Source: an optimization exercise on an open RTL-to-GDS flow (aim: small area). Production flows keep margins and buffers that such runs may drop. The RTL was checked by simulation tests, not by an equivalence proof against the original design. Power is estimated from default activity; no workload was simulated.

## MULTI_CYCLE_RISC_V
module MULTI_CYCLE_RISC_V#(parameter INSTRUCTION_ADDR_SIZE = 5, DATA_LEN = 32)(input clk, input rst, input ins_write,input [(2**INSTRUCTION_ADDR_SIZE)-1:0] instruction_in, output [DATA_LEN-1:0] res);
	integer k;
	wire [6:0] in_op = instruction_in[6:0];
	wire [9:0] in_fn = {instruction_in[31:25], instruction_in[14:12]};
	wire in_r  = (in_op == 7'd51);
	wire in_ld = (in_op == 7'd3);
	wire in_st = (in_op == 7'd35);
	wire in_bq = (in_op == 7'd99);
	reg [2:0] in_aop;
	always @* begin
		case (in_fn)
			10'b0000000000: in_aop = 3'b000;
			10'b0100000000: in_aop = 3'b001;
			10'b0000000111: in_aop = 3'b010;
			10'b0000000110: in_aop = 3'b011;
			default:        in_aop = 3'b100;
		endcase
	end
	wire [1:0] in_typ = in_ld ? 2'b01 : in_st ? 2'b10 : in_bq ? 2'b11 : 2'b00;
	wire [6:0] in_hi  = (in_ld | in_st) ? instruction_in[31:25] : in_r ? {3'b000, 1'b1, in_aop} : 7'd0;
	wire [23:0] in_word = {in_typ, in_hi, instruction_in[24:20], instruction_in[19:15], instruction_in[11:7]};
	reg [23:0] imem [0:31];
	reg [4:0] imem_wptr;
	reg imem_wrap;
	reg [4:0] pc;
	always @(posedge clk or negedge rst) begin
		if (~rst) begin
			imem_wptr <= 5'd0;
			imem_wrap <= 1'b0;
		end else if (ins_write) begin
			imem_wptr <= imem_wptr + 1'b1;
			if (imem_wptr == 5'd31) imem_wrap <= 1'b1;
		end
	end
	always @(posedge clk) begin
		if (ins_write) imem[imem_wptr] <= in_word;
	end
	wire fetch_ok = ~ins_write & (imem_wrap | (pc < imem_wptr));
	reg [31:0] fetch_sel;
	reg [767:0] fetch_d;
	wire [23:0] fetch;
	always @* begin
		for (k = 0; k < 32; k = k + 1) begin
			fetch_sel[k] = fetch_ok && (pc == k);
			fetch_d[k*24 +: 24] = imem[k];
		end
	end
	MUXI fetch_mux(.sel(fetch_sel), .d(fetch_d), .y(fetch));
	reg [23:0] ifid_w;
	reg [4:0] ifid_ptr;
	reg [1:0] pstate;
	reg [4:0] idex_rs1, idex_rs2, idex_rd;
	reg [6:0] idex_hi;
	reg [2:0] idex_aop;
	reg idex_imm_ld, idex_imm_st, idex_imm_z;
	reg idex_mr, idex_mw, idex_rw, idex_m2r;
	reg idex_beq, idex_pred, idex_dz;
	reg [31:0] exmem_alu;
  ...
For scale: ~6400 cells after synthesis, roughly 3100 flip-flops, roughly 67 I/O pins, about 120000 um2 of cells after synthesis.
Settings: LEC_CHECK=0, CAP_MARGIN=20, CORE_MARGIN=2, CORE_UTILIZATION=60, PLACE_DENSITY=0.7, SLEW_MARGIN=20; clock period 10.0 ns.
standard.sh (not shown) runs the stock make flow with config.mk's settings and CLKGATE_MAP_FILE= SYNTH_SCRIPT=/design/flow/synth_recipe.tcl, a recipe that flattens the netlist after the stock synthesis.
==> flow/flow/run.sh <==
#!/bin/bash
# Own layout flow: the standard ORFS flow, except that
#  - the one-hot read multiplexers (modules MUXI, MUXR, MUXD) are given as
#    structural sky130 cells before synthesis, so that ABC does not remap them;
#  - clock tree synthesis uses clkbuf_8 buffers, its own sink clusters and no dummy loads.
set -euo pipefail
python3 flow/subst.py design.v design_mapped.v > subst.log 2>&1
bash standard.sh VERILOG_FILES="$PWD/design_mapped.v" \
  CTS_ARGS="-sink_clustering_enable -repair_clock_nets -sink_clustering_size 20 -sink_clustering_max_diameter 60 -dont_use_dummy_load -buf_list sky130_fd_sc_hd__clkbuf_8" \
  finish > standard.log 2>&1
Other scripts of this flow, unchanged in this note and not shown: flow/flow/muxgen.py, flow/flow/subst.py
The first run ran to the end with no violations.
Then changed:
--- a/flow/design.v
+++ b/flow/design.v
@@ -164,26 +164,40 @@
 	end
 	reg [31:0] rf [0:31];
 	reg [31:0] rf_v;
 	always @(posedge clk) begin
 		if (wb_en) rf[wb_addr] <= wb_data;
 	end
 	always @(posedge clk or negedge rst) begin
 		if (~rst) rf_v <= 32'd0;
 		else if (wb_en) rf_v[wb_addr] <= 1'b1;
 	end
+	reg fa_ex_r, fa_wb_r, fb_ex_r, fb_wb_r;
+	wire idex_fw = ~flush & idex_rw & (idex_rd != 5'd0);
 	wire exmem_fw = exmem_rw & (exmem_rd != 5'd0);
-	wire memwb_fw = memwb_rw & (memwb_rd != 5'd0);
-	wire fa_ex = exmem_fw & (exmem_rd == idex_rs1);
-	wire fa_wb = ~fa_ex & memwb_fw & (memwb_rd == idex_rs1);
-	wire fb_ex = exmem_fw & (exmem_rd == idex_rs2);
-	wire fb_wb = ~fb_ex & memwb_fw & (memwb_rd == idex_rs2);
+	always @(posedge clk or negedge rst) begin
+		if (~rst) begin
+			fa_ex_r <= 1'b0;
+			fa_wb_r <= 1'b0;
+			fb_ex_r <= 1'b0;
+			fb_wb_r <= 1'b0;
+		end else begin
+			fa_ex_r <= idex_fw & (idex_rd == d_rs1);
+			fa_wb_r <= exmem_fw & (exmem_rd == d_rs1);
+			fb_ex_r <= idex_fw & (idex_rd == d_rs2);
+			fb_wb_r <= exmem_fw & (exmem_rd == d_rs2);
+		end
+	end
+	wire fa_ex = fa_ex_r;
+	wire fa_wb = ~fa_ex_r & fa_wb_r;
+	wire fb_ex = fb_ex_r;
+	wire fb_wb = ~fb_ex_r & fb_wb_r;
 	wire rd_a = ~idex_dz & ~fa_ex & ~fa_wb;
 	wire rd_b = ~idex_dz & ~fb_ex & ~fb_wb;
 	reg [34:0] sel_a, sel_b;
 	reg [1119:0] rf_d_a, rf_d_b;
 	always @* begin
 		for (k = 0; k < 32; k = k + 1) begin
 			sel_a[k] = rd_a && (idex_rs1 == k) && rf_v[k];
 			sel_b[k] = rd_b && (idex_rs2 == k) && rf_v[k];
 			rf_d_a[k*32 +: 32] = rf[k];
 			rf_d_b[k*32 +: 32] = rf[k];
Effect:
- via count grows by about 2.5%
- utilization is about the same
- clock skew shrinks by 18 ps
- synthesized area grows by about 0.4%
- design area grows by about 0.7%

---

## red
Another version of the RTL of MULTI_CYCLE_RISC_V (not shown whole).
Size in the first run: roughly 6400 cells after synthesis.
export LEC_CHECK = 0
export CAP_MARGIN = 20
export CORE_MARGIN = 2
export CORE_UTILIZATION = 60
export PLACE_DENSITY = 0.7
export SLEW_MARGIN = 20
create_clock -name core_clock -period 10.0 [get_ports {clk}]
==> flow/flow/run.sh <==
#!/bin/bash
# Own layout flow: the standard ORFS flow, except that
#  - the one-hot read multiplexers (modules MUXI, MUXR, MUXD) are given as
#    structural sky130 cells before synthesis, so that ABC does not remap them;
#  - clock tree synthesis uses clkbuf_8 buffers, its own sink clusters and no dummy loads.
set -euo pipefail
python3 flow/subst.py design.v design_mapped.v > subst.log 2>&1
bash standard.sh VERILOG_FILES="$PWD/design_mapped.v" \
  CTS_ARGS="-sink_clustering_enable -repair_clock_nets -sink_clustering_size 18 -sink_clustering_max_diameter 55 -dont_use_dummy_load -buf_list sky130_fd_sc_hd__clkbuf_8" \
  finish > standard.log 2>&1
Other scripts of this flow, unchanged in this note and not shown: flow/flow/muxgen.py, flow/flow/subst.py
red finished every step from synthesis to the final layout, and the layout passed the timing, design-rule and antenna checks.
diff inputs: red => blue
-- flow/design.v --
<<< red, line 172
		else if (wb_en) rf_v[wb_addr] <= 1'b1;
	end
	reg fa_ex_r, fa_wb_r, fb_ex_r, fb_wb_r;
	wire idex_fw = ~flush & idex_rw & (idex_rd != 5'd0);
	wire exmem_fw = exmem_rw & (exmem_rd != 5'd0);
	always @(posedge clk or negedge rst) begin
		if (~rst) begin
			fa_ex_r <= 1'b0;
			fa_wb_r <= 1'b0;
			fb_ex_r <= 1'b0;
			fb_wb_r <= 1'b0;
		end else begin
			fa_ex_r <= idex_fw & (idex_rd == d_rs1);
			fa_wb_r <= exmem_fw & (exmem_rd == d_rs1);
			fb_ex_r <= idex_fw & (idex_rd == d_rs2);
			fb_wb_r <= exmem_fw & (exmem_rd == d_rs2);
		end
	end
	wire fa_ex = fa_ex_r;
	wire fa_wb = ~fa_ex_r & fa_wb_r;
	wire fb_ex = fb_ex_r;
	wire fb_wb = ~fb_ex_r & fb_wb_r;
	wire rd_a = ~idex_dz & ~fa_ex & ~fa_wb;
	wire rd_b = ~idex_dz & ~fb_ex & ~fb_wb;
>>> blue, line 172
		else if (wb_en) rf_v[wb_addr] <= 1'b1;
	end
	wire exmem_fw = exmem_rw & (exmem_rd != 5'd0);
	wire memwb_fw = memwb_rw & (memwb_rd != 5'd0);
	wire fa_ex = exmem_fw & (exmem_rd == idex_rs1);
	wire fa_wb = ~fa_ex & memwb_fw & (memwb_rd == idex_rs1);
	wire fb_ex = exmem_fw & (exmem_rd == idex_rs2);
	wire fb_wb = ~fb_ex & memwb_fw & (memwb_rd == idex_rs2);
	wire rd_a = ~idex_dz & ~fa_ex & ~fa_wb;
	wire rd_b = ~idex_dz & ~fb_ex & ~fb_wb;
<<< red, line 218
	                   idex_imm_st ? {20'd0, idex_hi, idex_rd} :
	                   idex_imm_z ? 32'd0 : op_b2;
	wire sub = idex_aop[0];
	wire [31:0] bx = op_b ^ {32{sub}};
	wire [32:0] sum33 = {op_a, sub} + {bx, sub};
	reg [31:0] alu;
	always @* begin
		case (idex_aop)
			3'b000, 3'b001: alu = sum33[32:1];
			3'b010: alu = op_a & op_b;
			3'b011: alu = op_a | op_b;
>>> blue, line 204
	                   idex_imm_st ? {20'd0, idex_hi, idex_rd} :
	                   idex_imm_z ? 32'd0 : op_b2;
	reg [31:0] alu;
	always @* begin
		case (idex_aop)
			3'b000: alu = op_a + op_b;
			3'b001: alu = op_a - op_b;
			3'b010: alu = op_a & op_b;
			3'b011: alu = op_a | op_b;
<<< red, line 230
		endcase
	end
	wire [31:0] zp = op_a ^ bx;
	wire [31:0] zo = op_a | bx;
	wire alu_zero = sub ? &zp : ~|(zp ^ {zo[30:0], 1'b0});
	reg [31:0] dmem [0:31];
	reg [31:0] dmem_v;
>>> blue, line 214
		endcase
	end
	wire [31:0] zx = op_a ^ op_b2;
	wire [31:0] zo = {op_a[30:0] | op_b2[30:0], 1'b0};
	wire alu_zero = ~|(zx ^ (zo & {32{~idex_aop[0]}}));
	reg [31:0] dmem [0:31];
	reg [31:0] dmem_v;
### Flow results
Delta (blue minus red): overall power went up by 9.4%, minimum setup slack in the final design went down by 1.07 ns, layout clock buffer count went up by about 0.9%, detailed-route vias per instance went up by 0.58%, relative area change from synthesis to final layout was more or less identical. blue vs. red: number of antenna-violating nets in the routed design was more or less identical; met1 track utilization from global routing now sits higher; portion of the layout cell area used by clock cells shows no meaningful change; worst reg-to-reg path cell count higher. Routed wire length | blue below red. Summary — leakage component of the power, blue relative to red: lower, by 0.31%. Cmp blue vs red: required time of the critical path higher in blue.

separate check: timing with driven ports:
In the flow no input, the clock included, has a driving cell. The finished layouts below were timed again as built, in two steps.
Step 1 (the two cells are an assumption about what drives the block):
set clk [get_ports {clk}]
set_driving_cell -lib_cell sky130_fd_sc_hd__clkbuf_16 $clk
set_driving_cell -lib_cell sky130_fd_sc_hd__buf_2 [delete_from_list [all_inputs] $clk]
Step 2 moves the port delays by t, midway between the first and last clock arrival at a register: inputs arrive t later, outputs are due t later. That takes back most of the time a late clock gives input paths.
Slacks: ideal ports / drivers / drivers and shift; pairs: ideal ports / drivers.
| run | t, ns | setup slack, ns | worst hold slack (ns) | latest minus earliest clock arrival (ns) | cell pins on the clock port's net |
|---|---|---|---|---|---|
| the first run of note 1 | 1.078 | 0.298 / 0.298 / 0.298 | 0.401 / 0.401 / 0.401 | 0.147 / 0.147 | 1 |
| the second run of note 1 | 1.067 | 1.373 / 1.373 / 1.373 | 0.262 / 0.262 / 0.262 | 0.127 / 0.128 | 1 |
| red | 1.095 | 1.401 / 1.401 / 1.401 | 0.332 / 0.332 / 0.332 | 0.127 / 0.128 | 1 |
| blue | 1.080 | 0.330 / 0.330 / 0.330 | 0.396 / 0.396 / 0.396 | 0.127 / 0.127 | 1 |
After both steps every run listed still meets setup and hold.
